From an optimization exercise on the open Yosys and OpenROAD flow, aimed at small area, a short achievable clock period and few clock cycles per item; shortcuts taken in it are not production practice. At most, simulation tests tie the RTL to the original design; equivalence was not proved. For runs 1 to 5, only the layout was checked, not whether the RTL still works.

## design/flow/design.v

```verilog
module SQRTLOG #(parameter NBITS = 20, M = 10, N = 10)
              (input logic clock, reset,
               input logic [1:0] op,
               input logic [NBITS-1:0] data_in,
               output logic done,
               output logic [NBITS-1:0] data_out);
  logic [9:0]  f;       
  logic [3:0]  ext;     
  logic [16:0] r;       
  logic [1:0]  pr;      
  logic [3:0]  cnt;     
  logic [19:0] n16, n8, n4, n2, n1;
  logic [4:0]  lz;
  always_comb begin
    lz[4] = ~|data_in[19:4];
    n16   = lz[4] ? {data_in[3:0], 16'd0} : data_in;
    lz[3] = ~|n16[19:12];
    n8    = lz[3] ? {n16[11:0], 8'd0} : n16;
    lz[2] = ~|n8[19:16];
    n4    = lz[2] ? {n8[15:0], 4'd0} : n8;
    lz[1] = ~|n4[19:18];
    n2    = lz[1] ? {n4[17:0], 2'd0} : n4;
    lz[0] = ~n2[19];
    n1    = lz[0] ? {n2[18:0], 1'b0} : n2;
  end
  logic [9:0] f0;
  assign f0 = n1[18:9];                         
  logic [23:0] a0;
  logic [13:0] t308, t710;
  always_comb begin
    case (lz)
      5'd0: begin t308 = 14'h0ad4; t710 = 14'h18f6; end
      5'd1: begin t308 = 14'h09a0; t710 = 14'h1630; end
      5'd2: begin t308 = 14'h086c; t710 = 14'h136a; end
      5'd3: begin t308 = 14'h0738; t710 = 14'h10a4; end
      5'd4: begin t308 = 14'h0604; t710 = 14'h0dde; end
      5'd5: begin t308 = 14'h04d0; t710 = 14'h0b18; end
      5'd6: begin t308 = 14'h039c; t710 = 14'h0852; end
      5'd7: begin t308 = 14'h0268; t710 = 14'h058c; end
      5'd8: begin t308 = 14'h0134; t710 = 14'h02c6; end
      5'd9: begin t308 = 14'h0000; t710 = 14'h0000; end
      5'd10: begin t308 = 14'h3ecc; t710 = 14'h3d3a; end
      5'd11: begin t308 = 14'h3d98; t710 = 14'h3a74; end
      5'd12: begin t308 = 14'h3c64; t710 = 14'h37ae; end
      5'd13: begin t308 = 14'h3b30; t710 = 14'h34e8; end
      5'd14: begin t308 = 14'h39fc; t710 = 14'h3222; end
      5'd15: begin t308 = 14'h38c8; t710 = 14'h2f5c; end
      5'd16: begin t308 = 14'h3794; t710 = 14'h2c96; end
      5'd17: begin t308 = 14'h3660; t710 = 14'h29d0; end
      5'd18: begin t308 = 14'h352c; t710 = 14'h270a; end
      5'd19: begin t308 = 14'h33f8; t710 = 14'h2444; end
      default: begin t308 = 'x; t710 = 'x; end
    endcase
    case (op)
      2'd2:    a0 = {{10{t308[13]}}, t308};
      2'd3:    a0 = {{10{t710[13]}}, t710};
      default: a0 = 24'($signed(6'sd9 - $signed({1'b0, lz})));
    endcase
  end
  logic        podd, nz;
  logic [3:0]  cnt_sq0;
  assign podd    = ~lz[0];
  assign nz      = n1[19];
  logic [4:0]  pos;
  assign pos     = 5'd19 - lz;
  assign cnt_sq0 = 4'd4 + {1'b0, pos[4:2], pos[1]};
  logic [18:0] cur, diff;
  logic        qb;
  assign cur  = {r, pr};
  assign diff = cur - {data_out[16:0], 2'b01};
  assign qb   = ~diff[18];
  logic [1:0] prn;
  always_comb begin
    prn = 2'b00;
    for (int j = 5; j < 15; j++)
      if (cnt == 4'(j + 1)) prn = data_in[2*j-9 -: 2];
  end
  logic [11:0] s;
  logic        b;
  logic [9:0]  fn;
  sqstep u_sq (.f(f), .s(s));
  assign b  = s[11] | s[10];
  assign fn = b ? {s[11], s[9:1]} : s[9:0];
  logic [23:0] acc, a2, a2k, an;
  logic [9:0]  kk;
  logic [10:0] c;
  logic [24:10] ic;
  assign kk  = (op == 2'd2) ? 10'd308 : (op == 2'd3) ? 10'd710 : 10'd1;
  assign acc = {ext, data_out};
  assign a2  = {acc[22:0], 1'b0};
  always_comb begin
    c[0] = 1'b0;
    for (int i = 0; i < 10; i++) begin
      a2k[i] = a2[i] ^ kk[i] ^ c[i];
      c[i+1] = kk[i] ? (a2[i] | c[i]) : (a2[i] & c[i]);
    end
    ic[10] = c[10];
    for (int i = 10; i < 24; i++) begin
      a2k[i] = a2[i] ^ ic[i];
      ic[i+1] = ic[i] & a2[i];
    end
  end
  assign an = b ? a2k : a2;
  always_ff @(posedge clock) begin
    if (reset) begin
      done <= 1'b0;
      f    <= f0;
      r    <= podd ? {15'd0, f0[9], ~f0[9]} : 17'd0;
      pr   <= podd ? f0[8:7] : f0[9:8];
      if (op == 2'd0) begin
        data_out <= {19'd0, nz};
        cnt      <= cnt_sq0;
      end else begin
        {ext, data_out} <= a0;
        cnt      <= 4'd9;
      end
    end else begin
      cnt <= cnt - 4'd1;
      pr  <= prn;
      f   <= fn;
      r   <= qb ? diff[16:0] : cur[16:0];
      ext <= an[23:20];
      if (!done) begin
        if (cnt == 4'd0) done <= 1'b1;
        if (op == 2'd0)
          data_out <= {data_out[18:0], qb};
        else if (cnt == 4'd0)
          data_out <= (op == 2'd1) ? an[19:0] : {{6{an[23]}}, an[23:10]};
        else
          data_out <= an[19:0];
      end
    end
  end
endmodule
module sqstep (input logic [9:0] f, output logic [11:0] s);
  logic t1;
  logic t2;
  logic t3;
  logic t4;
  logic t5;
  logic t6;
  logic t7;
  logic t8;
  logic t9;
  logic t10;
  logic t11;
  logic t12;
  logic t13;
  logic t14;
  logic t15;
  logic t16;
  logic t17;
  logic t18;
  logic t19;
  logic t20;
  logic t21;
  logic t22;
  logic t23;
  logic t24;
  logic t25;
  logic t26;
  logic t27;
  logic t28;
  logic t29;
  logic t30;
  logic t31;
  logic t32;
  logic t33;
  logic t34;
  logic t35;
  logic t36;
  logic t37;
  logic t38;
  logic t39;
  logic t40;
  logic t41;
  logic t42;
  logic t43;
  logic t44;
  logic t45;
  logic t46;
  logic t47;
  logic t48;
  logic t49;
  logic t50;
  logic t51;
  logic t52;
  logic t53;
  logic t54;
  logic t55;
  logic t56;
  logic t57;
  logic t58;
  logic t59;
  logic t60;
  logic t61;
  logic t62;
  logic t63;
  logic t64;
  logic t65;
  logic t66;
  logic t67;
  logic t68;
  logic t69;
  logic t70;
  logic t71;
  logic t72;
  assign t1 = (f[0] & f[7]) ^ (f[1] & f[6]);
  assign t2 = (f[0] & f[7]) & (f[1] & f[6]);
  assign t3 = (f[0] & f[8]) ^ (f[1] & f[7]);
  assign t4 = (f[0] & f[8]) & (f[1] & f[7]);
  assign t5 = (f[0] & f[9]) ^ (f[1] & f[8]) ^ (f[2] & f[7]);
  assign t6 = ((f[0] & f[9]) & (f[1] & f[8])) | ((f[0] & f[9]) & (f[2] & f[7])) | ((f[1] & f[8]) & (f[2] & f[7]));
  assign t7 = (f[3] & f[6]) ^ (f[4] & f[5]);
  assign t8 = (f[3] & f[6]) & (f[4] & f[5]);
  assign t9 = f[0] ^ (f[1] & f[9]) ^ (f[2] & f[8]);
  assign t10 = (f[0] & (f[1] & f[9])) | (f[0] & (f[2] & f[8])) | ((f[1] & f[9]) & (f[2] & f[8]));
  assign t11 = (f[3] & f[7]) ^ (f[4] & f[6]);
  assign t12 = (f[3] & f[7]) & (f[4] & f[6]);
  assign t13 = f[1] ^ (f[2] & f[9]) ^ (f[3] & f[8]);
  assign t14 = (f[1] & (f[2] & f[9])) | (f[1] & (f[3] & f[8])) | ((f[2] & f[9]) & (f[3] & f[8]));
  assign t15 = (f[4] & f[7]) ^ (f[5] & f[6]) ^ f[6];
  assign t16 = ((f[4] & f[7]) & (f[5] & f[6])) | ((f[4] & f[7]) & f[6]) | ((f[5] & f[6]) & f[6]);
  assign t17 = f[2] ^ (f[3] & f[9]) ^ (f[4] & f[8]);
  assign t18 = (f[2] & (f[3] & f[9])) | (f[2] & (f[4] & f[8])) | ((f[3] & f[9]) & (f[4] & f[8]));
  assign t19 = f[3] ^ (f[4] & f[9]) ^ (f[5] & f[8]);
  assign t20 = (f[3] & (f[4] & f[9])) | (f[3] & (f[5] & f[8])) | ((f[4] & f[9]) & (f[5] & f[8]));
  assign t21 = (f[0] & f[5]) ^ (f[1] & f[4]);
  assign t22 = (f[0] & f[5]) & (f[1] & f[4]);
  assign t23 = (f[0] & f[6]) ^ (f[1] & f[5]);
  assign t24 = (f[0] & f[6]) & (f[1] & f[5]);
  assign t25 = t1 ^ (f[2] & f[5]) ^ (f[3] & f[4]);
  assign t26 = (t1 & (f[2] & f[5])) | (t1 & (f[3] & f[4])) | ((f[2] & f[5]) & (f[3] & f[4]));
  assign t27 = t3 ^ (f[2] & f[6]) ^ (f[3] & f[5]);
  assign t28 = (t3 & (f[2] & f[6])) | (t3 & (f[3] & f[5])) | ((f[2] & f[6]) & (f[3] & f[5]));
  assign t29 = t5 ^ t7 ^ f[5];
  assign t30 = (t5 & t7) | (t5 & f[5]) | (t7 & f[5]);
  assign t31 = t9 ^ t11 ^ t6;
  assign t32 = (t9 & t11) | (t9 & t6) | (t11 & t6);
  assign t33 = t13 ^ t15 ^ t10;
  assign t34 = (t13 & t15) | (t13 & t10) | (t15 & t10);
  assign t35 = t17 ^ (f[5] & f[7]) ^ t14;
  assign t36 = (t17 & (f[5] & f[7])) | (t17 & t14) | ((f[5] & f[7]) & t14);
  assign t37 = t19 ^ (f[6] & f[7]) ^ f[7];
  assign t38 = (t19 & (f[6] & f[7])) | (t19 & f[7]) | ((f[6] & f[7]) & f[7]);
  assign t39 = f[4] ^ (f[5] & f[9]) ^ (f[6] & f[8]);
  assign t40 = (f[4] & (f[5] & f[9])) | (f[4] & (f[6] & f[8])) | ((f[5] & f[9]) & (f[6] & f[8]));
  assign t41 = f[5] ^ (f[6] & f[9]) ^ (f[7] & f[8]);
  assign t42 = (f[5] & (f[6] & f[9])) | (f[5] & (f[7] & f[8])) | ((f[6] & f[9]) & (f[7] & f[8]));
  assign t43 = (f[0] & f[3]) ^ (f[1] & f[2]);
  assign t44 = (f[0] & f[3]) & (f[1] & f[2]);
  assign t45 = (f[0] & f[4]) ^ (f[1] & f[3]);
  assign t46 = (f[0] & f[4]) & (f[1] & f[3]);
  assign t47 = t21 ^ (f[2] & f[3]) ^ f[3];
  assign t48 = (t21 & (f[2] & f[3])) | (t21 & f[3]) | ((f[2] & f[3]) & f[3]);
  assign t49 = t23 ^ (f[2] & f[4]) ^ t22;
  assign t50 = (t23 & (f[2] & f[4])) | (t23 & t22) | ((f[2] & f[4]) & t22);
  assign t51 = t25 ^ f[4] ^ t24;
  assign t52 = (t25 & f[4]) | (t25 & t24) | (f[4] & t24);
  assign t53 = t27 ^ t2 ^ t26;
  assign t54 = (t27 & t2) | (t27 & t26) | (t2 & t26);
  assign t55 = t29 ^ t4 ^ t28;
  assign t56 = (t29 & t4) | (t29 & t28) | (t4 & t28);
  assign t57 = t31 ^ t8 ^ t30;
  assign t58 = (t31 & t8) | (t31 & t30) | (t8 & t30);
  assign t59 = t33 ^ t12 ^ t32;
  assign t60 = (t33 & t12) | (t33 & t32) | (t12 & t32);
  assign t61 = t35 ^ t16 ^ t34;
  assign t62 = (t35 & t16) | (t35 & t34) | (t16 & t34);
  assign t63 = t37 ^ t18 ^ t36;
  assign t64 = (t37 & t18) | (t37 & t36) | (t18 & t36);
  assign t65 = t39 ^ t20 ^ t38;
  assign t66 = (t39 & t20) | (t39 & t38) | (t20 & t38);
  assign t67 = t41 ^ f[8] ^ t40;
  assign t68 = (t41 & f[8]) | (t41 & t40) | (f[8] & t40);
  assign t69 = f[6] ^ (f[7] & f[9]) ^ t42;
  assign t70 = (f[6] & (f[7] & f[9])) | (f[6] & t42) | ((f[7] & f[9]) & t42);
  assign t71 = f[7] ^ (f[8] & f[9]) ^ f[9];
  assign t72 = (f[7] & (f[8] & f[9])) | (f[7] & f[9]) | ((f[8] & f[9]) & f[9]);
  logic [20:0] ra, rb;
  logic [21:0] sum;
  assign ra = {f[9], f[8], t71, t69, t67, t65, t63, t61, t59, t57, t55, t53, t51, t49, t47, t45, t43, (f[0] & f[2]), (f[0] & f[1]), 1'b0, f[0]};
  assign rb = {1'b0, t72, t70, t68, t66, t64, t62, t60, t58, t56, t54, t52, t50, t48, t46, t44, f[2], 1'b0, f[1], 1'b0, 1'b0};
  assign sum = ra + rb;
  assign s = sum[21:10];
endmodule
```

## design/flow/run.sh

```bash
#!/bin/bash
# synth_recipe.tcl (not shown) runs the flow's synth.tcl, then flattens the netlist and writes it again
# the make line also repeats each setting of config.mk as NAME=value (left out here)
make -C /OpenROAD-flow-scripts/flow DESIGN_CONFIG=/design/flow/config.mk WORK_HOME=/design/flow/orfs CLKGATE_MAP_FILE= SYNTH_SCRIPT=/design/flow/synth_recipe.tcl finish
```

## design/flow/config.mk

```make
export PLATFORM = sky130hd
export DESIGN_NAME = SQRTLOG
export DESIGN_NICKNAME = SQRTLOG
export VERILOG_FILES = /design/flow/design.v
export SDC_FILE = /design/flow/constraint.sdc
export NUM_CORES = 4
export LEC_CHECK = 0
export ABC_CLOCK_PERIOD_IN_PS = 3000
export CAP_MARGIN = 20
export CORE_MARGIN = 2
export CORE_UTILIZATION = 40
export SETUP_SLACK_MARGIN = 5
export SLEW_MARGIN = 20
```

## design/flow/constraint.sdc

```tcl
create_clock -name core_clock -period 8.0 [get_ports {clock}]
set_input_delay 1.6000 -clock core_clock [delete_from_list [all_inputs] [get_ports {clock}]]
set_output_delay 1.6000 -clock core_clock [all_outputs]
set_load 0.01 [all_outputs]
```

==> results.json, run 1 <==
{
  "hp-start": "r[1]",
  "multi_input_comb_area_um2": 6908,
  "worstMarginPinSlew_ns": 1.168,
  "hold_ws_ns": 0.4566,
  "routed-via-count": 8325,
  "die_height_um": 144.6,
  "cts_hold_buf": 0,
  "ys_ff_latch": 57,
  "worstSetupPathType": "in -> reg",
  "diodes": 0,
  "critPathTopFamily": "adder cells",
  "syn2layout_area_growth_pct": 38.53,
  "synth_area_leaders": "ha_1 12%, edfxtp_1 8.7%, dfxtp_1 8.6%",
  "core_area_um2": 19400,
  "min_period_over_period": 0.7516,
  "dieArea_um2": 20910,
  "critical-path-max-stage-delay_ns": 0.34,
  "grt.total_usage": 0.2610,
  "utilization": 0.5646,
  "final_max_slew_viol_count": 0,
  "clk_pin_slew_ns": 0.06,
  "tns_ns": 0,
  "drcViolationCount": 0,
  "postPlaceCellArea_um2": 8742,
  "firstDrtPassIters": 6,
  "crit_arrival_ns": 6.06,
  "setup_viol": 0,
  "ys_seq_area_frac": 0.1734,
  "status": "complete, no violations",
  "htreeDepth": 3,
  "final_cell_area_um2": 10950,
  "wl_per_cell_um": 19.34,
  "synthDistinctLibCells": 93,
  "r2r-start": "data_out[0]",
  "async_flop_share": 0,
  "grt_pass1_vias": 7989,
  "synth_area_leader_cell": "ha_1",
  "clock-sinks": 57,
  "synthCells": 1011,
  "slew-limit-headroom": 0.2184,
  "grt_max_degree": 64,
  "cpMaxStageDelayCell": "maj3_2",
  "crit_buf_inv": 2,
  "hold_viol": 0,
  "final_nets": 1262,
  "io_buffer_count": 44,
  "timing.critical_path.mode_cell": "ha_4",
  "min_path_type": "reg -> reg",
  "synth_area_per_cell_um2": 7.820,
  "initial_core_util": 0.4076,
  "cts_root_buf": "clkbuf_16",
  "min_period_ns": 6.013,
  "fillerInstances": 1741,
  "netlist_area_um2": 7906,
  "postRouteWirelength_mm": 27.19,
  "yosys.area.top_type_share": 0.1234,
  "maxCapViolCount": 0,
  "synth.net_count": 1137,
  "crit_path_start": "op[0]",
  "place_congestion": 0.9295,
  "ios": 45,
  "worstSetupEndpointType": "flop",
  "dp_hpwl_mm": 17.42,
  "drt_iter0_drc": 796,
  "clk_latency_ns": 0.34,
  "fmaxAchievable_ghz": 0.1663,
  "regArea_um2": 1406,
  "synth_flop_cell": "dfxtp_1",
  "clockBufferDepth": 2,
  "cts_tree": "done",
  "synth_enable_flop_cells": 23,
  "row_count": 51,
  "cts_inserted_buffers": 9,
  "skew_ns": 0.008567,
  "synth_warnings": 1,
  "cp.required_ns": 8.05,
  "die_x_um": 144.6,
  "rsz0062_at_grt": "true",
  "viasPerCell": 5.921,
  "worstPathMaxFanout": 7,
  "antenna_found_initial": 0,
  "grt_overflow": 0,
  "final_layout_size_suffix_gt1_frac": 0.3199,
  "cp-start-kind": "input pin",
  "grt_pass1_wl_mm": 42.70,
  "final_antenna_net_count": 0
}
[layout make-up]
class                           count  share of cell area
Clock buffer                       10             0.02090
Clock inverter                      6            0.005369
Inverter                           67             0.02684
Multi-Input combinational cell    806              0.6307
Sequential cell                    57              0.1284
Tap cell                          265             0.03027
Timing Repair Buffer              194              0.1572
Timing Repair inverter              1           0.0003427
[path summary, 6_finish.rpt]
| check | end | slack (ns) | cells after the start |
|---|---|---|---|
| worst max-delay path | data_out[15] | 1.99 | 31 |
| worst min-delay path | r[3] | 0.46 | 2 |
| worst max register to register | data_out[15] | 2.97 | 28 |
| worst min register to register | r[3] | 0.46 | 2 |
[timing repair]
action	4_1_cts	5_1_grt
pin swaps	73	58
hold endpoints to repair	0	0
gates resized for setup	260	61
setup buffers	108	31
cloned	4	0
endpoints found under the setup margin	95	50
[state kept, by name, indices dropped and copies added, names as in the netlist]
name and count:
cnt 4, data_out 20, f 10, pr 2, r 17, ext 3
done 1
[logic make-up (layout without fill, tap and decap cells)]
group,after synthesis,count (layout),synth area share
AOI/OAI and AO/OA,322,322,0.2738
adders and majority gates,103,103,0.1855
muxes,23,23,0.03118
buffers and inverters,149,278,0.08419
and+or+nand+nor,319,320,0.2098
xor gates and xnor gates,38,38,0.04210
DFF,57,57,0.1734
[through the flow]
stage                     worst slack [ns]  instances
after CTS                            1.939       1375
after detailed placement             1.007       1247
final                                1.987       1406
after floorplan                      1.836       1011
after global placement               1.091       1247
after global routing                 1.856       1406
[worst reg2reg max path: cells and delay by family, from the launching register on]
family,cells,cell delay [ns]
adder cells (fa/ha/maj),16,2.74
AO/OA/AOI/OAI,10,1.27
flip-flops,1,0.45
AND/OR/NAND/NOR,1,0.17
XOR/XNOR,1,0.10
[placed cells by master, fill, tap and decap left out, drive strengths merged, types with 21 or more instances in the layout]
cell	instances
dfxtp	34
a21oi	73
o21ai	76
and2	43
fa	24
inv	67
a31oi	21
edfxtp	23
nor2	71
nand3	31
ha	78
nand2	92
xnor2	27
buf	167
[per-layer routing]
layer / vias to the layer above / wire length [um] / part of all wire / global-route usage
li1: 3927 / - / - / -
met4: 0 / 667 / 0.025 / 0.07460
met5: - / 0 / 0 / 0
met2: 394 / 12350 / 0.45 / 0.4108
met3: 64 / 1989 / 0.073 / 0.05099
met1: 3940 / 12180 / 0.45 / 0.3635
[synthesized netlist by cell type, drive strengths merged (24+ instances only)]
cell type   n
fa         24
xnor2      27
and2       43
buf        37
ha         78
inv        66
o21ai      76
dfxtp      34
clkbuf     45
nand2      91
nor2       71
nand3      31
a21oi      73
==> inputs of run 2 (changes only) <==
--- a/design/flow/config.mk
+++ b/design/flow/config.mk
@@ -7,3 +7,3 @@
 export LEC_CHECK = 0
-export ABC_CLOCK_PERIOD_IN_PS = 3000
+export ABC_CLOCK_PERIOD_IN_PS = 4000
 export CAP_MARGIN = 20
@@ -11,3 +11,3 @@
 export CORE_UTILIZATION = 40
-export SETUP_SLACK_MARGIN = 5
+export SETUP_SLACK_MARGIN = 3.5
 export SLEW_MARGIN = 20
==> results.json, run 2 <==
{
  "status": "complete, no violations",
  "cts_inserted_buffers": 9,
  "grt_overflow": 0,
  "htreeDepth": 3,
  "critPathTopFamily": "adder cells",
  "critical-path-max-stage-delay_ns": 0.34,
  "yosysMostFrequentCell": "nand2_1",
  "min_period_ns": 6.042,
  "core_area_um2": 19400,
  "cts_hold_buf": 0,
  "cp-start-kind": "input pin",
  "grt_pass1_wl_mm": 39.56,
  "synth_top_family_by_area": "compound AO/OA/AOI/OAI gates",
  "cts_tree": "done",
  "largestRegisters": "data_out: 20 flops, r: 17 flops, f: 10 flops",
  "cts_root_buf": "clkbuf_16",
  "final_layout_size_suffix_gt1_frac": 0.2092,
  "cpMaxStageDelayCell": "maj3_2",
  "async_flop_share": 0,
  "synth_area_leaders": "ha_1 12%, edfxtp_1 8.7%, dfxtp_1 8.6%",
  "clk_pin_slew_ns": 0.05,
  "syn2layout_area_growth_pct": 25.42,
  "dp_hpwl_mm": 17.41,
  "synth_area_per_cell_um2": 7.820,
  "maxCapViolCount": 0,
  "diodes": 0,
  "timing.critical_path.mode_cell": "ha_4",
  "top_register": "data_out",
  "skew_ns": 0.01071,
  "synth_enable_flop_cells": 23,
  "synth_compound_area_frac": 0.2738,
  "worstSetupEndpointType": "flop",
  "grt.total_usage": 0.2422,
  "antenna_found_initial": 0,
  "mostFrequentLayoutCell": "nand2_1",
  "final_antenna_net_count": 0,
  "yosys.area_share.xor_xnor": 0.04210,
  "worstMarginPinSlew_ns": 1.174,
  "ys_seq_area_frac": 0.1734,
  "synthDistinctLibCells": 93,
  "gr-usage-met1": 0.3448,
  "netlist_area_um2": 7906,
  "synth_flop_cell": "dfxtp_1",
  "wl_per_cell_um": 19.01,
  "grt_util_met2": 0.3794,
  "clock-sinks": 57,
  "reg2reg_slack_ns": 2.81,
  "grt_pass1_vias": 7415,
  "largest_reg_flops": 20,
  "firstDrtPassIters": 6,
  "tns_ns": 0,
  "synthTopCellsByCount": "90 x nand2_1, 78 x ha_1, 73 x a21oi_1",
  "rsz0062_at_grt": "true",
  "die_x_um": 144.6,
  "initial_core_util": 0.4076,
  "setup_viol": 0,
  "hold_depth": 2,
  "crit_path_start": "op[1]",
  "postRouteWirelength_mm": 25.21,
  "routed-via-count": 7850,
  "clockBufferDepth": 2,
  "worstPathMaxFanout": 7,
  "grtUsageMet3": 0.03940,
  "slew-limit-headroom": 0.2145,
  "crit_arrival_ns": 6.09,
  "final_nets": 1182,
  "synthCells": 1011,
  "final_max_slew_viol_count": 0,
  "crit_buf_inv": 2,
  "layout_common_cells": "87 x nand2_1, 67 x nor2_1, 64 x a21oi_1",
  "min_period_over_period": 0.7552,
  "synth_area_leader_cell": "ha_1",
  "die_height_um": 144.6,
  "r2r-start": "data_out[0]",
  "clk_latency_ns": 0.35,
  "hp-start": "r[1]",
  "drt_iter0_drc": 723,
  "row_count": 51,
  "ys_ff_latch": 57,
  "io_buffer_count": 44,
  "hold_viol": 0,
  "ios": 45,
  "crit_cells": 31,
  "worstSetupPathType": "in -> reg",
  "synth.net_count": 1137,
  "synth_adder_area_share": 0.1855,
  "fmaxAchievable_ghz": 0.1655,
  "ff2ff_path_depth": 28,
  "drcViolationCount": 0,
  "busiest_layer": "met2",
  "synthSimpleGateAreaFrac": 0.2098,
  "cp.required_ns": 8.05,
  "viasPerCell": 5.920,
  "muxShareOfSynthArea": 0.03118,
  "synth_warnings": 1,
  "dieArea_um2": 20910,
  "min_path_type": "reg -> reg",
  "grt_max_degree": 42,
  "place_congestion": 0.9306,
  "yosys.area.top_type_share": 0.1234
}
-- run 2: cell counts after synthesis --
Identical to the previous run, type by type.
-- run 2: routing by layer --
| layer | vias to the layer above | share of wire |
|---|---|---|
| li1 | 3769 | - |
| met1 | 3716 | 0.46 |
| met2 | 312 | 0.45 |
| met3 | 53 | 0.070 |
| met4 | 0 | 0.021 |
| met5 | - | 0 |
-- run 2: final cells by class --
cell class	count	area, um2
clock buffers	9	225.2
inverters	67	271.5
flip-flops and latches	57	1401
repair buffers	115	1055
fillers	1851	9483
multi-input cells	806	6594
clock inverters	7	37.54
well taps	265	331.6
-- run 2: what timing repair did --
| action | CTS | global route |
|---|---|---|
| setup endpoints to repair | 38 | 31 |
| pin swaps | 39 | 35 |
| cloned | 1 | 1 |
| gates resized for setup | 94 | 62 |
| buffers inserted | 37 | 24 |
-- run 2: worst paths after layout --
path,end
setup / recovery,data_out[15]
hold / removal,r[3]
setup reg to reg,data_out[15]
hold reg to reg,r[3]
-- run 2: cells by family after synthesis --
family / Yosys count
AO/OA/AOI/OAI: 322
multiplexers: 23
adder cells (fa/ha/maj): 103
buffers and inverters: 149
flip-flops: 57
XOR/XNOR: 38
AND/OR/NAND/NOR: 319
-- run 2: per-stage QoR --
step	instances	util	cell area, um2	setup slack, ns	hold slack (ns)
CTS	1301	0.4864	9435	1.922	0.4596
global route	1326	0.5112	9916	1.801	0.4713
finish	1326	0.5112	9916	1.958	0.4581
detailed placement	1247	0.4465	8662	0.9725	0.4498
global placement	1247	0.4465	8662	1.106	0.4444
floorplan	1011	-	8330	1.836	0.4355
-- run 2: worst min-delay path: stages (launching register included) --
cell and delay, ns:
dfxtp_1 0.31, nand2_1 0.05, a21oi_1 0.05
==> inputs of run 3 (changes only) <==
--- a/design/flow/design.v
+++ b/design/flow/design.v
@@ -6,6 +6,11 @@
                output logic [NBITS-1:0] data_out);
-  logic [9:0]  f;       
-  logic [3:0]  ext;     
-  logic [16:0] r;       
+  logic [16:0] w;
+  logic [9:0]  f;
+  logic [4:0]  ext;
+  logic [16:0] r;
+  assign f   = w[9:0];
+  assign ext = w[14:10];
+  assign r   = w;
   logic [1:0]  pr;      
+  logic [1:0]  opr;     
   logic [3:0]  cnt;     
@@ -27,3 +32,3 @@
   assign f0 = n1[18:9];                         
-  logic [23:0] a0;
+  logic [24:0] a0;
   logic [13:0] t308, t710;
@@ -54,5 +59,5 @@
     case (op)
-      2'd2:    a0 = {{10{t308[13]}}, t308};
-      2'd3:    a0 = {{10{t710[13]}}, t710};
-      default: a0 = 24'($signed(6'sd9 - $signed({1'b0, lz})));
+      2'd2:    a0 = {{11{t308[13]}}, t308};
+      2'd3:    a0 = {{11{t710[13]}}, t710};
+      default: a0 = {15'($signed(6'sd9 - $signed({1'b0, lz}))), 10'd0};
     endcase
@@ -83,9 +88,9 @@
   assign fn = b ? {s[11], s[9:1]} : s[9:0];
-  logic [23:0] acc, a2, a2k, an;
+  logic [24:0] acc, a2, a2k, an;
   logic [9:0]  kk;
   logic [10:0] c;
-  logic [24:10] ic;
-  assign kk  = (op == 2'd2) ? 10'd308 : (op == 2'd3) ? 10'd710 : 10'd1;
+  logic [10:10] ic;
+  assign kk  = (opr == 2'd2) ? 10'd308 : (opr == 2'd3) ? 10'd710 : 10'd0;
   assign acc = {ext, data_out};
-  assign a2  = {acc[22:0], 1'b0};
+  assign a2  = {acc[23:0], 1'b0};
   always_comb begin
@@ -96,7 +101,5 @@
     end
-    ic[10] = c[10];
-    for (int i = 10; i < 24; i++) begin
-      a2k[i] = a2[i] ^ ic[i];
-      ic[i+1] = ic[i] & a2[i];
-    end
+    ic[10] = c[10] | (opr == 2'd1);
+    for (int i = 10; i < 25; i++)
+      a2k[i] = a2[i] ^ (ic[10] & (&(a2[24:10] | (15'h7fff << (i - 10)))));
   end
@@ -105,7 +108,7 @@
     if (reset) begin
-      done <= 1'b0;
-      f    <= f0;
-      r    <= podd ? {15'd0, f0[9], ~f0[9]} : 17'd0;
+      done <= (op != 2'd0) && (f0 == 10'd0);
       pr   <= podd ? f0[8:7] : f0[9:8];
+      opr  <= op;
       if (op == 2'd0) begin
+        w        <= podd ? {15'd0, f0[9], ~f0[9]} : 17'd0;
         data_out <= {19'd0, nz};
@@ -113,3 +116,4 @@
       end else begin
-        {ext, data_out} <= a0;
+        w        <= {2'b00, a0[24:20], f0};
+        data_out <= a0[19:0];
         cnt      <= 4'd9;
@@ -119,11 +123,12 @@
       pr  <= prn;
-      f   <= fn;
-      r   <= qb ? diff[16:0] : cur[16:0];
-      ext <= an[23:20];
+      if (opr == 2'd0)
+        w <= qb ? diff[16:0] : cur[16:0];
+      else
+        w <= {2'b00, an[24:20], fn};
       if (!done) begin
         if (cnt == 4'd0) done <= 1'b1;
-        if (op == 2'd0)
+        if (opr == 2'd0)
           data_out <= {data_out[18:0], qb};
         else if (cnt == 4'd0)
-          data_out <= (op == 2'd1) ? an[19:0] : {{6{an[23]}}, an[23:10]};
+          data_out <= {{5{an[24]}}, an[24:10]};
         else
--- a/design/flow/config.mk
+++ b/design/flow/config.mk
@@ -11,3 +11,3 @@
 export CORE_UTILIZATION = 40
-export SETUP_SLACK_MARGIN = 3.5
+export SETUP_SLACK_MARGIN = 4
 export SLEW_MARGIN = 20
==> results.json, run 3 <==
{
  "status": "complete, no violations",
  "synthDistinctLibCells": 80,
  "utilization": 0.5415,
  "slew-limit-headroom": 0.3692,
  "core_area_um2": 18770,
  "worstPathMaxFanout": 9,
  "netlist_area_um2": 7672,
  "antenna_found_initial": 0,
  "cp_cell_sequence": "clkinvlp_4 -> fa_1 -> inv_1 -> ha_4 -> xor2_1 -> fa_1 -> ha_4 -> and2_4 -> a221o_1 -> a21o_1 -> a21oi_2 -> nor3b_4 -> a211oi_2 -> buf_6 -> nand3_1 -> xor2_2 -> nor2_1 -> or4_1",
  "yosys.area.top_type_share": 0.09948,
  "diodes": 0,
  "worstSetupEndpointType": "flop",
  "viasPerCell": 6.363,
  "cp-start-kind": "flop",
  "synth_warnings": 1,
  "async_flop_share": 0,
  "grt_max_degree": 28,
  "setup_viol": 0,
  "synth_flop_cell": "dfxtp_1",
  "grt_pass1_wl_mm": 44.95,
  "grt.total_usage": 0.2766,
  "initial_core_util": 0.4088,
  "postPlaceCellArea_um2": 8273,
  "synth.net_count": 1120,
  "row_count": 50,
  "rsz0062_at_grt": "true",
  "layout_common_cells": "94 x nand2_1, 86 x buf_4, 68 x nor2_1",
  "syn2layout_area_growth_pct": 32.47,
  "largest_reg_flops": 20,
  "htreeDepth": 2,
  "layout.cells.non_filler": 1335,
  "cts_tree": "done",
  "final_layout_size_suffix_gt1_frac": 0.2698,
  "skew_ns": 0.01088,
  "hold_viol": 0,
  "cts_root_buf": "clkbuf_16",
  "critPathTopFamily": "adder cells",
  "ios": 45,
  "final_antenna_net_count": 0,
  "largestRegisters": "data_out: 20 flops, w: 17 flops, cnt: 4 flops",
  "clk_pin_slew_ns": 0.08,
  "min_period_over_period": 0.5812,
  "crit_arrival_ns": 4.69,
  "dp_hpwl_mm": 18.77,
  "crit_buf_inv": 3,
  "clk_latency_ns": 0.31,
  "synthCells": 1011,
  "tns_ns": 0,
  "grt_pass1_vias": 8118,
  "place_congestion": 0.9407,
  "min_period_ns": 4.649,
  "final_cell_area_um2": 10160,
  "die_x_um": 142.5,
  "top_register": "data_out",
  "cp.required_ns": 8.04,
  "routed-via-count": 8494,
  "synth_enable_flop_cells": 22,
  "critical-path-max-stage-delay_ns": 0.49,
  "dp_slack_ns": 1.705,
  "cpMaxStageDelayCell": "fa_1",
  "yosysMostFrequentCell": "nand2_1",
  "min_path_type": "reg -> reg",
  "cts_inserted_buffers": 5,
  "final_nets": 1209,
  "drcViolationCount": 0,
  "firstDrtPassIters": 6,
  "maxCapViolCount": 0,
  "ys_ff_latch": 46,
  "synth_area_leader_cell": "ha_1",
  "fmaxAchievable_ghz": 0.2151,
  "drt_iter0_drc": 852,
  "synth_area_leaders": "ha_1 9.9%, edfxtp_1 8.6%, dfxtp_1 6.3%",
  "clockBufferDepth": 2,
  "grt_overflow": 0,
  "synth_area_per_cell_um2": 7.589,
  "postRouteWirelength_mm": 28.48,
  "placed_cells": 1223,
  "worstMarginPinSlew_ns": 0.9439,
  "mostFrequentLayoutCell": "nand2_1",
  "ys_seq_area_frac": 0.1487,
  "io_buffer_count": 44,
  "die_height_um": 142.5,
  "hold_ws_ns": 0.5521,
  "synthTopCellsByCount": "102 x nand2_1, 75 x nor2_1, 67 x inv_1",
  "dieArea_um2": 20300,
  "clock-sinks": 46,
  "worst_slack_ns": 3.351,
  "wl_per_cell_um": 21.33,
  "final_max_slew_viol_count": 0,
  "worstSetupPathType": "reg -> reg"
}
run 3: layout make-up:
cell class / instances / area (um2)
fillers: 1738 / 8605
multi-input cells: 821 / 6782
repair buffers: 157 / 1480
flip-flops and latches: 46 / 1179
well taps: 234 / 292.8
inverters: 69 / 280.3
clock buffers: 5 / 125.1
clock inverters: 3 / 25.02
run 3: worst paths after layout:
check             slack, ns      endpoint  cells after the start   from
setup reg to reg       3.35  data_out[12]                     18   w[3]
setup / recovery       3.35  data_out[12]                     18   w[3]
hold / removal         0.55         w[16]                      2  w[14]
hold reg to reg        0.55         w[16]                      2  w[14]
run 3: repair_timing:
action,in CTS,in global routing
hold buffers,0,0
cloned,7,1
pin swaps,58,34
endpoints found under the hold margin,0,0
resized for setup,228,70
setup buffers,76,20
endpoints found under the setup margin,41,38
run 3: worst min-delay path, cell delays in order (launching register included):
cell	delay (ns)
dfxtp_1	0.35
mux2i_1	0.09
nor2_1	0.09
run 3: metal layers:
metal,global-route usage,routed length (um),vias up
li1,-,-,3898
met1,0.3833,12240,4052
met3,0.03668,2139,83
met2,0.4464,13200,461
met5,0,0,-
met4,0.08755,889,0
run 3: cell families (layout without fill, tap and decap cells):
logic type	count (synthesis)	count (layout)	share of synthesized area
adders and majority gates	86	86	0.1634
buffers and inverters	145	234	0.08301
muxes	31	31	0.04256
and+or+nand+nor	341	342	0.2229
DFF	46	46	0.1487
AOI/OAI and AO/OA	319	319	0.2903
xor gates and xnor gates	43	43	0.04909
==> inputs of run 4 (changes only) <==
--- a/design/flow/config.mk
+++ b/design/flow/config.mk
@@ -7,3 +7,2 @@
 export LEC_CHECK = 0
-export ABC_CLOCK_PERIOD_IN_PS = 4000
 export CAP_MARGIN = 20
==> results.json, run 4 <==
{
  "status": "complete, no violations",
  "hold_ws_ns": 0.5521,
  "syn2layout_area_growth_pct": 32.47,
  "crit_buf_inv": 3,
  "core_area_um2": 18770,
  "io_buffer_count": 44,
  "synth_area_leader_cell": "ha_1",
  "grt_overflow": 0,
  "clk_pin_slew_ns": 0.08,
  "firstDrtPassIters": 6,
  "grt_pass1_wl_mm": 44.95,
  "clock-sinks": 46,
  "hold_depth": 2,
  "die_x_um": 142.5,
  "tns_ns": 0,
  "place_congestion": 0.9407,
  "final_cell_area_um2": 10160,
  "netlist_area_um2": 7672,
  "dp_hpwl_mm": 18.77,
  "min_period_ns": 4.649,
  "cts_inserted_buffers": 5,
  "cp_cell_sequence": "clkinvlp_4 -> fa_1 -> inv_1 -> ha_4 -> xor2_1 -> fa_1 -> ha_4 -> and2_4 -> a221o_1 -> a21o_1 -> a21oi_2 -> nor3b_4 -> a211oi_2 -> buf_6 -> nand3_1 -> xor2_2 -> nor2_1 -> or4_1",
  "async_flop_share": 0,
  "largestRegisters": "data_out: 20 flops, w: 17 flops, cnt: 4 flops",
  "final_max_slew_viol_count": 0,
  "maxCapViolCount": 0,
  "clk_latency_ns": 0.31,
  "wl_met2_mm": 13.20,
  "synth_area_leaders": "ha_1 9.9%, edfxtp_1 8.6%, dfxtp_1 6.3%",
  "yosys.area.top_type_share": 0.09948,
  "reg2reg_slack_ns": 3.35,
  "worstPathMaxFanout": 9,
  "htreeDepth": 2,
  "layout_common_cells": "94 x nand2_1, 86 x buf_4, 68 x nor2_1",
  "min_period_over_period": 0.5812,
  "cp-start-kind": "flop",
  "postPlaceCellArea_um2": 8273,
  "worstSetupPathType": "reg -> reg",
  "synth_warnings": 1,
  "utilization": 0.5415,
  "ios": 45,
  "synth_flop_cell": "dfxtp_1",
  "routed-via-count": 8494,
  "cts_root_buf": "clkbuf_16",
  "final_nets": 1209,
  "top_register": "data_out",
  "initial_core_util": 0.4088,
  "synthCells": 1011,
  "worstMarginPinSlew_ns": 0.9439,
  "grt_max_degree": 28,
  "fillerInstances": 1738,
  "synthTopCellsByCount": "102 x nand2_1, 75 x nor2_1, 67 x inv_1",
  "largest_reg_flops": 20,
  "ys_ff_latch": 46,
  "slew-limit-headroom": 0.3692,
  "grt.total_usage": 0.2766,
  "viasPerCell": 6.363,
  "min_path_type": "reg -> reg",
  "row_count": 50,
  "ff2ff_path_depth": 18,
  "worstSetupEndpointType": "flop",
  "antenna_found_initial": 0,
  "final_layout_size_suffix_gt1_frac": 0.2698,
  "cts_hold_buf": 0,
  "postRouteWirelength_mm": 28.48,
  "clockBufferDepth": 2,
  "synth_enable_flop_cells": 22,
  "diodes": 0,
  "synth_area_per_cell_um2": 7.589,
  "wl_per_cell_um": 21.33,
  "cp.required_ns": 8.04,
  "grt_pass1_vias": 8118,
  "wl_met1_mm": 12.24,
  "dieArea_um2": 20300,
  "synthDistinctLibCells": 80,
  "setup_viol": 0,
  "cpMaxStageDelayCell": "fa_1",
  "drcViolationCount": 0,
  "top_layer": "met4",
  "wl_met3_mm": 2.139,
  "synth.net_count": 1120,
  "dp_slack_ns": 1.705,
  "cts_tree": "done",
  "critPathTopFamily": "adder cells",
  "rsz0062_at_grt": "true",
  "skew_ns": 0.01088,
  "layout.cells.non_filler": 1335,
  "die_height_um": 142.5,
  "yosysMostFrequentCell": "nand2_1",
  "worst_slack_ns": 3.351,
  "hold_viol": 0,
  "mostFrequentLayoutCell": "nand2_1",
  "final_antenna_net_count": 0,
  "ys_seq_area_frac": 0.1487,
  "crit_cells": 18,
  "fmaxAchievable_ghz": 0.2151,
  "placed_cells": 1223,
  "critical-path-max-stage-delay_ns": 0.49,
  "crit_arrival_ns": 4.69,
  "drt_iter0_drc": 852
}
run 4: tightest hold or removal path, cell delays in order (launching register included):
cell and delay (ns):
dfxtp_1 0.35, mux2i_1 0.09, nor2_1 0.09
run 4: cell type report:
cell class / count / area [um2] / share of cell area
clock buffers: 5 / 125.1 / 0.01231
flip-flops and latches: 46 / 1179 / 0.1160
inverters: 69 / 280.3 / 0.02758
clock inverters: 3 / 25.02 / 0.002462
multi-input cells: 821 / 6782 / 0.6672
well taps: 234 / 292.8 / 0.02881
repair buffers: 157 / 1480 / 0.1456
run 4: logic make-up after synthesis:
group | count (synthesis) | share of synthesized area
AOI/OAI and AO/OA | 319 | 0.2903
xor gates and xnor gates | 43 | 0.04909
adders and majority gates | 86 | 0.1634
buffers and inverters | 145 | 0.08301
DFF | 46 | 0.1487
muxes | 31 | 0.04256
and+or+nand+nor | 341 | 0.2229
run 4: timing repair:
item,in CTS,in global routing
endpoints found under the setup margin,41,38
resized for setup,228,70
cloned,7,1
setup buffers,76,20
pin swaps,58,34
run 4: path summary, 6_finish.rpt:
kind	startpoint	endpoint
worst max-delay path	w[3]	data_out[12]
worst max register to register	w[3]	data_out[12]
worst min-delay path	w[14]	w[16]
worst min register to register	w[14]	w[16]
run 4: routing by layer:
metal / global-route usage / vias up
li1: - / 3898
met1: 0.3833 / 4052
met2: 0.4464 / 461
met3: 0.03668 / 83
met4: 0.08755 / 0
met5: 0 / -
==> inputs of run 5 (changes only) <==
--- a/design/flow/config.mk
+++ b/design/flow/config.mk
@@ -10,3 +10,2 @@
 export CORE_UTILIZATION = 40
-export SETUP_SLACK_MARGIN = 4
 export SLEW_MARGIN = 20
==> results.json, run 5 <==
{
  "hold_depth": 2,
  "ys_ff_latch": 46,
  "min_path_type": "reg -> reg",
  "cp_cell_sequence": "clkdlybuf4s50_1 -> nor4_2 -> and4_1 -> a211oi_2 -> a31oi_1 -> o31ai_2 -> a21oi_4 -> inv_2 -> ha_1 -> nand2_1 -> nand2_1 -> a22oi_1 -> a221oi_1 -> o221ai_1 -> o211ai_1",
  "drt_iter0_drc": 665,
  "cts_inserted_buffers": 5,
  "crit_path_start": "data_in[9]",
  "synthDistinctLibCells": 80,
  "clockBufferDepth": 2,
  "wl_met3_mm": 1.828,
  "grt_max_degree": 33,
  "crit_arrival_ns": 6.36,
  "cts_root_buf": "clkbuf_16",
  "grt.total_usage": 0.2491,
  "firstDrtPassIters": 5,
  "routed-via-count": 7668,
  "synth_area_per_cell_um2": 7.589,
  "multi_input_comb_area_um2": 5894,
  "synth_flop_cell": "dfxtp_1",
  "worstSetupEndpointType": "flop",
  "wl_per_cell_um": 20.22,
  "critPathTopFamily": "compound AO/OA/AOI/OAI gates",
  "final_max_slew_viol_count": 0,
  "r2r_end": "data_out[18]",
  "synth_enable_flop_cells": 22,
  "synth_warnings": 1,
  "ff2ff_path_depth": 16,
  "viasPerCell": 6.224,
  "grt_pass1_wl_mm": 40.10,
  "initial_core_util": 0.4088,
  "maxCapViolCount": 0,
  "row_count": 50,
  "diodes": 0,
  "largestRegisters": "data_out: 20 flops, w: 17 flops, cnt: 4 flops",
  "cts_tree": "done",
  "synthTopCellsByCount": "102 x nand2_1, 75 x nor2_1, 67 x inv_1",
  "cp.required_ns": 8.04,
  "min_period_over_period": 0.7901,
  "final_layout_size_suffix_gt1_frac": 0.04709,
  "regArea_um2": 1141,
  "cts_hold_buf": 0,
  "final_nets": 1106,
  "setup_viol": 0,
  "reg2reg_slack_ns": 2.00,
  "layout_common_cells": "102 x nand2_1, 75 x nor2_1, 67 x inv_1",
  "synth.net_count": 1120,
  "synth_area_leaders": "ha_1 9.9%, edfxtp_1 8.6%, dfxtp_1 6.3%",
  "async_flop_share": 0,
  "clk_latency_ns": 0.30,
  "io_buffer_count": 44,
  "crit_buf_inv": 2,
  "grt_overflow": 0,
  "worstSetupPathType": "in -> reg",
  "top_register": "data_out",
  "cp-endpoint": "data_out[10]",
  "worstMarginPinSlew_ns": 0.9196,
  "crit_cells": 15,
  "rsz0062_at_grt": "false",
  "htreeDepth": 2,
  "grt_pass1_vias": 7133,
  "dp_slack_ns": 1.512,
  "hold_viol": 0,
  "largest_reg_flops": 20,
  "top_layer": "met4",
  "utilization": 0.4411,
  "r2r-start": "w[2]",
  "drcViolationCount": 0,
  "antenna_found_initial": 0,
  "tns_ns": 0,
  "timing.critical_path.mode_cell": "nand2_1",
  "post_cts_buffers": 0,
  "synthCells": 1011,
  "yosysMostFrequentCell": "nand2_1",
  "dieArea_um2": 20300,
  "dp_hpwl_mm": 19.29,
  "hp-start": "w[14]",
  "fmaxAchievable_ghz": 0.1582,
  "synth_area_leader_cell": "ha_1",
  "cts-resized-gates": 0,
  "ys_seq_area_frac": 0.1487,
  "die_x_um": 142.5,
  "wl_met2_mm": 10.97,
  "core_area_um2": 18770,
  "postRouteWirelength_mm": 24.92,
  "slew-limit-headroom": 0.3822,
  "yosys.area.top_type_share": 0.09948,
  "die_height_um": 142.5,
  "fillerInstances": 1931,
  "skew_ns": 0.006238,
  "worstPathMaxFanout": 16,
  "wl_met1_mm": 11.71,
  "cp-start-kind": "input pin",
  "status": "complete, no violations",
  "syn2layout_area_growth_pct": 7.909,
  "place_congestion": 0.9462,
  "clock-sinks": 46,
  "critical-path-max-stage-delay_ns": 0.75,
  "worst_slack_ns": 1.679,
  "min_period_ns": 6.321,
  "ios": 45,
  "clk_pin_slew_ns": 0.07,
  "final_antenna_net_count": 0,
  "netlist_area_um2": 7672,
  "mostFrequentLayoutCell": "nand2_1",
  "hold_ws_ns": 0.5260,
  "cpMaxStageDelayCell": "and4_1"
}
## run 5: metal layers
metal	global-route usage	vias to the layer above
li1	-	3677
met1	0.3607	3632
met2	0.3963	322
met3	0.03398	37
met4	0.05003	0
met5	0	-
## run 5: worst min-delay path by stage
stage,to,slack [ns]
after floorplan,w[16],0.47
after global placement,w[16],0.51
after detailed placement,w[16],0.51
after CTS,w[16],0.53
after global routing,w[16],0.59
final,w[16],0.53
## run 5: area by class of cell
class | instances | area share
timing repair buffer | 55 | 0.06317
multi-input combinational | 820 | 0.7120
sequential | 46 | 0.1378
clock inverter | 3 | 0.005289
tap | 234 | 0.03536
clock buffer | 5 | 0.01511
inverter | 69 | 0.03128
## run 5: per-stage QoR
| stage | cell area [um2] | instances |
|---|---|---|
| 6_report | 8279 | 1232 |
| 3_5_place_dp | 8110 | 1224 |
| 5_1_grt | 8279 | 1232 |
| 4_1_cts | 8279 | 1232 |
| 2_1_floorplan | 7672 | 1011 |
| 3_3_place_gp | 8110 | 1224 |
## run 5: cell families after synthesis
kind of cell	after synthesis	synth area share
AND/OR/NAND/NOR	341	0.2229
AO/OA/AOI/OAI	319	0.2903
adder cells (fa/ha/maj)	86	0.1634
flip-flops	46	0.1487
multiplexers	31	0.04256
buffers and inverters	145	0.08301
XOR/XNOR	43	0.04909
## run 5: worst min-delay path, cell delays in order (launching register included)
cell and delay [ns]:
dfxtp_1 0.34, mux2i_1 0.08, nor2_1 0.07
==> inputs of run 6 (changes only) <==
--- a/design/flow/design.v
+++ b/design/flow/design.v
@@ -65,13 +65,26 @@
   logic        podd, nz;
+  logic [3:0]  top4, cur2;
+  logic [4:0]  pos;
   logic [3:0]  cnt_sq0;
+  logic [16:0] r0;
+  logic [19:0] q0;
   assign podd    = ~lz[0];
   assign nz      = n1[19];
-  logic [4:0]  pos;
+  assign top4    = podd ? {1'b1, f0[9:7]} : {2'b01, f0[9:8]};
+  assign cur2    = {top4[3:2] - 2'd1, top4[1:0]};
   assign pos     = 5'd19 - lz;
-  assign cnt_sq0 = 4'd4 + {1'b0, pos[4:2], pos[1]};
-  logic [18:0] cur, diff;
+  assign cnt_sq0 = 4'd3 + {1'b0, pos[4:2], pos[1]};
+  always_comb begin
+    if (!nz) begin
+      r0 = '0; q0 = '0;
+    end else if (cur2 >= 4'd5) begin
+      r0 = {13'd0, cur2 - 4'd5}; q0 = 20'd3;
+    end else begin
+      r0 = {13'd0, cur2}; q0 = 20'd2;
+    end
+  end
+  logic [16:0] rn;
   logic        qb;
-  assign cur  = {r, pr};
-  assign diff = cur - {data_out[16:0], 2'b01};
-  assign qb   = ~diff[18];
+  assign rn = {r[14:0], pr} + {data_out[14:0] ^ {15{~r[16]}}, 2'b11};
+  assign qb = ~rn[16];
   logic [1:0] prn;
@@ -109,7 +122,7 @@
       done <= (op != 2'd0) && (f0 == 10'd0);
-      pr   <= podd ? f0[8:7] : f0[9:8];
+      pr   <= podd ? f0[6:5] : f0[7:6];
       opr  <= op;
       if (op == 2'd0) begin
-        w        <= podd ? {15'd0, f0[9], ~f0[9]} : 17'd0;
-        data_out <= {19'd0, nz};
+        w        <= r0;
+        data_out <= q0;
         cnt      <= cnt_sq0;
@@ -124,3 +137,3 @@
       if (opr == 2'd0)
-        w <= qb ? diff[16:0] : cur[16:0];
+        w <= rn;
       else
--- a/design/flow/config.mk
+++ b/design/flow/config.mk
@@ -10,2 +10,3 @@
 export CORE_UTILIZATION = 40
+export SETUP_SLACK_MARGIN = 4
 export SLEW_MARGIN = 20
==> results.json, run 6 <==
{
  "yosysMostFrequentCell": "nand2_1",
  "layout_common_cells": "114 x buf_4, 75 x nand2_1, 73 x nor2_1",
  "postRouteWirelength_mm": 28.88,
  "row_count": 50,
  "min_period_ns": 4.653,
  "clk_pin_slew_ns": 0.07,
  "clockBufferDepth": 2,
  "worstPathMaxFanout": 7,
  "min_path_type": "reg -> reg",
  "maxCapViolCount": 0,
  "final_nets": 1224,
  "die_x_um": 143.4,
  "core_area_um2": 18890,
  "dp_slack_ns": 1.961,
  "ios": 45,
  "ys_ff_latch": 45,
  "top_register": "data_out",
  "ys_seq_area_frac": 0.1443,
  "synth_area_leaders": "ha_1 10%, edfxtp_1 8.5%, fa_1 6.2%",
  "mostFrequentLayoutCell": "buf_4",
  "synth_flop_cell": "dfxtp_1",
  "io_buffer_count": 44,
  "cts_tree": "done",
  "drt_iter0_drc": 870,
  "fillerInstances": 1779,
  "crit_arrival_ns": 4.71,
  "diodes": 0,
  "final_antenna_net_count": 0,
  "wl_per_cell_um": 21.02,
  "critical-path-max-stage-delay_ns": 0.58,
  "cts_inserted_buffers": 5,
  "dieArea_um2": 20550,
  "routed-via-count": 8605,
  "synth_area_leader_cell": "ha_1",
  "cts_hold_buf": 0,
  "htreeDepth": 2,
  "clk_latency_ns": 0.30,
  "clock-sinks": 45,
  "synth_warnings": 1,
  "critPathTopFamily": "adder cells",
  "grt_overflow": 0,
  "worst_slack_ns": 3.347,
  "largest_reg_flops": 20,
  "antenna_found_initial": 0,
  "fmaxAchievable_ghz": 0.2149,
  "worstSetupEndpointType": "flop",
  "synth_area_per_cell_um2": 7.706,
  "grt_pass1_wl_mm": 44.79,
  "yosys.area.top_type_share": 0.1015,
  "initial_core_util": 0.4111,
  "cp.required_ns": 8.05,
  "final_layout_size_suffix_gt1_frac": 0.3043,
  "place_congestion": 0.9407,
  "hold_viol": 0,
  "tns_ns": 0,
  "async_flop_share": 0,
  "rsz0062_at_grt": "true",
  "drcViolationCount": 0,
  "final_max_slew_viol_count": 0,
  "grt.total_usage": 0.2761,
  "cpMaxStageDelayCell": "fa_2",
  "crit_buf_inv": 1,
  "syn2layout_area_growth_pct": 33.97,
  "dp_hpwl_mm": 19.12,
  "skew_ns": 0.009445,
  "synth.net_count": 1119,
  "grt_max_degree": 41,
  "grt_pass1_vias": 8159,
  "setup_viol": 0,
  "firstDrtPassIters": 7,
  "largestRegisters": "data_out: 20 flops, w: 16 flops, cnt: 4 flops",
  "status": "complete, no violations",
  "cts_root_buf": "clkbuf_16",
  "viasPerCell": 6.263,
  "synth_enable_flop_cells": 22,
  "min_period_over_period": 0.5817,
  "slew-limit-headroom": 0.3458,
  "synthCells": 1008,
  "worstSetupPathType": "reg -> reg",
  "netlist_area_um2": 7767,
  "synthDistinctLibCells": 99,
  "synthTopCellsByCount": "82 x nand2_1, 78 x nor2_1, 77 x a21oi_1",
  "die_height_um": 143.4,
  "worstMarginPinSlew_ns": 0.9777,
  "cp_cell_sequence": "and2_4 -> fa_2 -> fa_1 -> fa_2 -> ha_4 -> or2_4 -> or3_4 -> nor4_4 -> or4_4 -> and2_4 -> buf_6 -> nor3_4 -> xor2_2 -> a221o_1 -> o311a_1",
  "cp-start-kind": "flop"
}
## run 6: cell count changes after synthesis, sizes merged, moves of 7 or more
cell	change
o221ai	-7
nand2	-21
xnor2	+11
a21oi	+20
and4	-7
o21ai	-11
mux2i	-12
a221oi	-8
inv	-20
nand3	+10
## run 6: layer usage
layer,vias up,routed length [um],global-route usage
met1,4160,12420,0.3824
met5,-,0,0
met3,79,2053,0.02499
met2,412,13640,0.4634
met4,0,765,0.07121
li1,3954,-,-
## run 6: area by class of cell
type                       instances  area, um2  area share
multi-input combinational        834       7009      0.6736
tap                              260      325.3     0.03126
sequential                        45       1159      0.1113
clock inverter                     3      21.27    0.002044
timing repair buffer             176       1545      0.1485
inverter                          50      217.7     0.02092
clock buffer                       5      125.1     0.01202
timing repair inverter             1      3.754   0.0003607
## run 6: stage by stage
step	cells	utilization	hold WS (ns)	cell area (um2)
2_1_floorplan	1008	-	0.4880	8270
4_1_cts	1348	0.5258	0.5542	9933
3_5_place_dp	1240	0.4521	0.5414	8541
5_1_grt	1374	0.5508	0.5743	10410
3_3_place_gp	1240	0.4521	0.5462	8541
6_report	1374	0.5508	0.5528	10410
## run 6: kinds of logic after synthesis
| family | after synthesis | synth area share |
|---|---|---|
| buf+inv | 131 | 0.07796 |
| xor+xnor | 59 | 0.06653 |
| fa+ha+maj | 89 | 0.1659 |
| mux | 20 | 0.02915 |
| flops | 45 | 0.1443 |
| compound gates | 324 | 0.2892 |
| simple gates | 340 | 0.2270 |
## run 6: repair_timing
item                       in CTS  in global routing
pin swaps                      61                 51
buffers inserted               97                 26
setup endpoints to repair      42                 58
cloned                          3                  0
resized for setup             217                 66
## run 6: worst paths after layout
path	startpoint	end	slack (ns)	cells past startpoint
hold / removal	cnt[0]	cnt[0]	0.55	1
setup reg to reg	w[9]	data_out[10]	3.35	15
setup / recovery	w[9]	data_out[10]	3.35	15
hold reg to reg	cnt[0]	cnt[0]	0.55	1
Testbench counts of run 6, summed over its fixed seeds: cycles 19,259, ops 1,920.
==> inputs of run 7 (changes only) <==
--- a/design/flow/config.mk
+++ b/design/flow/config.mk
@@ -10,3 +10,3 @@
 export CORE_UTILIZATION = 40
-export SETUP_SLACK_MARGIN = 4
+export SETUP_SLACK_MARGIN = 2.5
 export SLEW_MARGIN = 20
==> results.json, run 7 <==
{
  "crit_arrival_ns": 5.42,
  "yosysMostFrequentCell": "nand2_1",
  "final_antenna_net_count": 0,
  "tns_ns": 0,
  "synthCells": 1008,
  "yosys.area.top_type_share": 0.1015,
  "viasPerCell": 6.205,
  "grt_pass1_wl_mm": 40.83,
  "cp-start-kind": "input pin",
  "worstSetupEndpointType": "flop",
  "min_period_ns": 5.370,
  "synth_enable_flop_cells": 22,
  "worstMarginPinSlew_ns": 1.006,
  "layout.cells.non_filler": 1266,
  "synthTopCellsByCount": "82 x nand2_1, 78 x nor2_1, 77 x a21oi_1",
  "synth_area_leader_cell": "ha_1",
  "worstSetupPathType": "in -> reg",
  "routed-via-count": 7856,
  "dieArea_um2": 20550,
  "critical-path-max-stage-delay_ns": 0.58,
  "mostFrequentLayoutCell": "nand2_1",
  "synthDistinctLibCells": 99,
  "synth_area_leaders": "ha_1 10%, edfxtp_1 8.5%, fa_1 6.2%",
  "cp_cell_sequence": "clkdlybuf4s50_1 -> nor4_4 -> nand4_1 -> o211ai_1 -> a2111o_1 -> o211ai_2 -> a21oi_4 -> inv_4 -> ha_1 -> a221oi_1 -> a2111oi_0 -> a211oi_1 -> o22ai_1",
  "dp_hpwl_mm": 19.07,
  "ios": 45,
  "place_congestion": 0.9589,
  "antenna_found_initial": 0,
  "grt_overflow": 0,
  "firstDrtPassIters": 6,
  "async_flop_share": 0,
  "setup_viol": 0,
  "slew-limit-headroom": 0.3250,
  "clockBufferDepth": 2,
  "synth_warnings": 1,
  "syn2layout_area_growth_pct": 10.20,
  "worstPathMaxFanout": 20,
  "die_x_um": 143.4,
  "final_nets": 1116,
  "min_period_over_period": 0.6712,
  "cts_root_buf": "clkbuf_16",
  "core_area_um2": 18890,
  "ys_ff_latch": 45,
  "top_register": "data_out",
  "largest_reg_flops": 20,
  "cp.required_ns": 8.05,
  "status": "complete, no violations",
  "maxCapViolCount": 0,
  "min_path_type": "reg -> reg",
  "grt.total_usage": 0.2493,
  "rsz0062_at_grt": "true",
  "cts_tree": "done",
  "final_layout_size_suffix_gt1_frac": 0.08748,
  "clk_pin_slew_ns": 0.08,
  "cts_inserted_buffers": 5,
  "synth.net_count": 1119,
  "row_count": 50,
  "grt_max_degree": 41,
  "initial_core_util": 0.4111,
  "clk_latency_ns": 0.31,
  "netlist_area_um2": 7767,
  "postRouteWirelength_mm": 25.31,
  "layout_common_cells": "82 x nand2_1, 78 x nor2_1, 76 x a21oi_1",
  "diodes": 0,
  "ys_seq_area_frac": 0.1443,
  "placed_cells": 1241,
  "grt_pass1_vias": 7402,
  "clock-sinks": 45,
  "largestRegisters": "data_out: 20 flops, w: 16 flops, cnt: 4 flops",
  "htreeDepth": 2,
  "final_max_slew_viol_count": 0,
  "drt_iter0_drc": 829,
  "die_height_um": 143.4,
  "wl_per_cell_um": 19.99,
  "drcViolationCount": 0,
  "io_buffer_count": 44,
  "synth_flop_cell": "dfxtp_1",
  "synth_area_per_cell_um2": 7.706,
  "hold_viol": 0,
  "skew_ns": 0.01735,
  "cpMaxStageDelayCell": "clkdlybuf4s50_1",
  "fmaxAchievable_ghz": 0.1862
}
[run 7: cell counts after synthesis]
No cell type changed its count.
[run 7: final timing paths]
| kind | from | endpoint | slack [ns] | cells after the start |
|---|---|---|---|---|
| setup reg to reg | w[1] | data_out[7] | 2.71 | 14 |
| hold reg to reg | cnt[0] | cnt[0] | 0.55 | 1 |
| hold / removal | cnt[0] | cnt[0] | 0.55 | 1 |
| setup / recovery | data_in[5] | data_out[9] | 2.63 | 13 |
[run 7: critical path: cells and delay by family]
| family | cells | cell delay [ns] |
|---|---|---|
| AOI/OAI and AO/OA | 8 | 2.05 |
| adders and majority gates | 1 | 0.28 |
| buffers and inverters | 2 | 0.73 |
| and+or+nand+nor | 2 | 0.75 |
[run 7: cells by family after synthesis]
group,share of synthesized area
simple gates,0.2270
compound gates,0.2892
buf+inv,0.07796
fa+ha+maj,0.1659
xor+xnor,0.06653
flops,0.1443
mux,0.02915
[run 7: what timing repair did]
| action | CTS | global route |
|---|---|---|
| cloned | 1 | 0 |
| gates resized for setup | 10 | 13 |
| pin swaps | 4 | 4 |
| endpoints found under the setup margin | 31 | 16 |
| hold buffers | 0 | 0 |
| setup buffers | 6 | 10 |
[run 7: area by class of cell]
| type | instances | area (um2) |
|---|---|---|
| clock buffer | 5 | 125.1 |
| clock inverter | 3 | 25.02 |
| fill | 1984 | 10330 |
| inverter | 50 | 192.7 |
| multi-input combinational | 833 | 6120 |
| sequential | 45 | 1127 |
| tap | 260 | 325.3 |
| timing repair buffer | 70 | 644.4 |
[run 7: routing by layer]
| metal | routed length, um | GRT usage |
|---|---|---|
| met1 | 11540 | 0.3585 |
| met2 | 11270 | 0.3946 |
| met3 | 1832 | 0.02832 |
| met4 | 666 | 0.07018 |
| met5 | 0 | 0 |
[run 7: stage by stage]
stage / cell area (um2) / util / setup slack [ns] / hold slack (ns)
6_report: 8559 / 0.4530 / 2.630 / 0.5453
3_3_place_gp: 8198 / 0.4339 / 1.664 / 0.5355
3_5_place_dp: 8198 / 0.4339 / 1.590 / 0.5387
4_1_cts: 8444 / 0.4470 / 2.489 / 0.5506
2_1_floorplan: 7767 / - / 2.904 / 0.4880
5_1_grt: 8559 / 0.4530 / 2.485 / 0.5750

[static timing again, ports no longer ideal]
How much do the figures lean on ideal ports? The routed layouts below were timed once more, with nothing changed but the port constraints. Step 1 (the two cells are an assumption about what drives the block):
set clk [get_ports {clock}]
set_driving_cell -lib_cell sky130_fd_sc_hd__clkbuf_16 $clk
set_driving_cell -lib_cell sky130_fd_sc_hd__buf_2 [delete_from_list [all_inputs] $clk]
Step 2, shift: input delay + t, output delay - t, t = (earliest + latest rising clock arrival at the registers) / 2. This alone moves slack from input paths to output paths. Slacks: ideal ports / drivers / drivers and shift; pairs: ideal ports / drivers.
| run | t (ns) | slack for setup (ns) | hold WS [ns] | worst setup path at the end | cell pins on the clock port's net |
|---|---|---|---|---|---|
| run 1 | 0.379 | 1.987 / 2.000 / 1.622 | 0.457 / 0.457 / 0.457 | input to register | 1 |
| run 2 | 0.386 | 1.958 / 1.959 / 1.573 | 0.458 / 0.458 / 0.458 | input to register | 1 |
| run 3 | 0.344 | 3.351 / 3.351 / 3.120 | 0.552 / 0.552 / 0.552 | input to register | 1 |
| run 4 | 0.344 | 3.351 / 3.351 / 3.120 | 0.552 / 0.552 / 0.552 | input to register | 1 |
| run 5 | 0.338 | 1.679 / 1.699 / 1.361 | 0.526 / 0.526 / 0.526 | input to register | 1 |
| run 6 | 0.334 | 3.347 / 3.347 / 3.130 | 0.553 / 0.553 / 0.553 | input to register | 1 |
| run 7 | 0.343 | 2.630 / 2.650 / 2.307 | 0.545 / 0.545 / 0.545 | input to register | 1 |
After both steps every run listed still meets setup and hold. The setup slack of run 2, which loses most, moves by +0.001 ns with the drivers and by -0.385 ns with both steps.
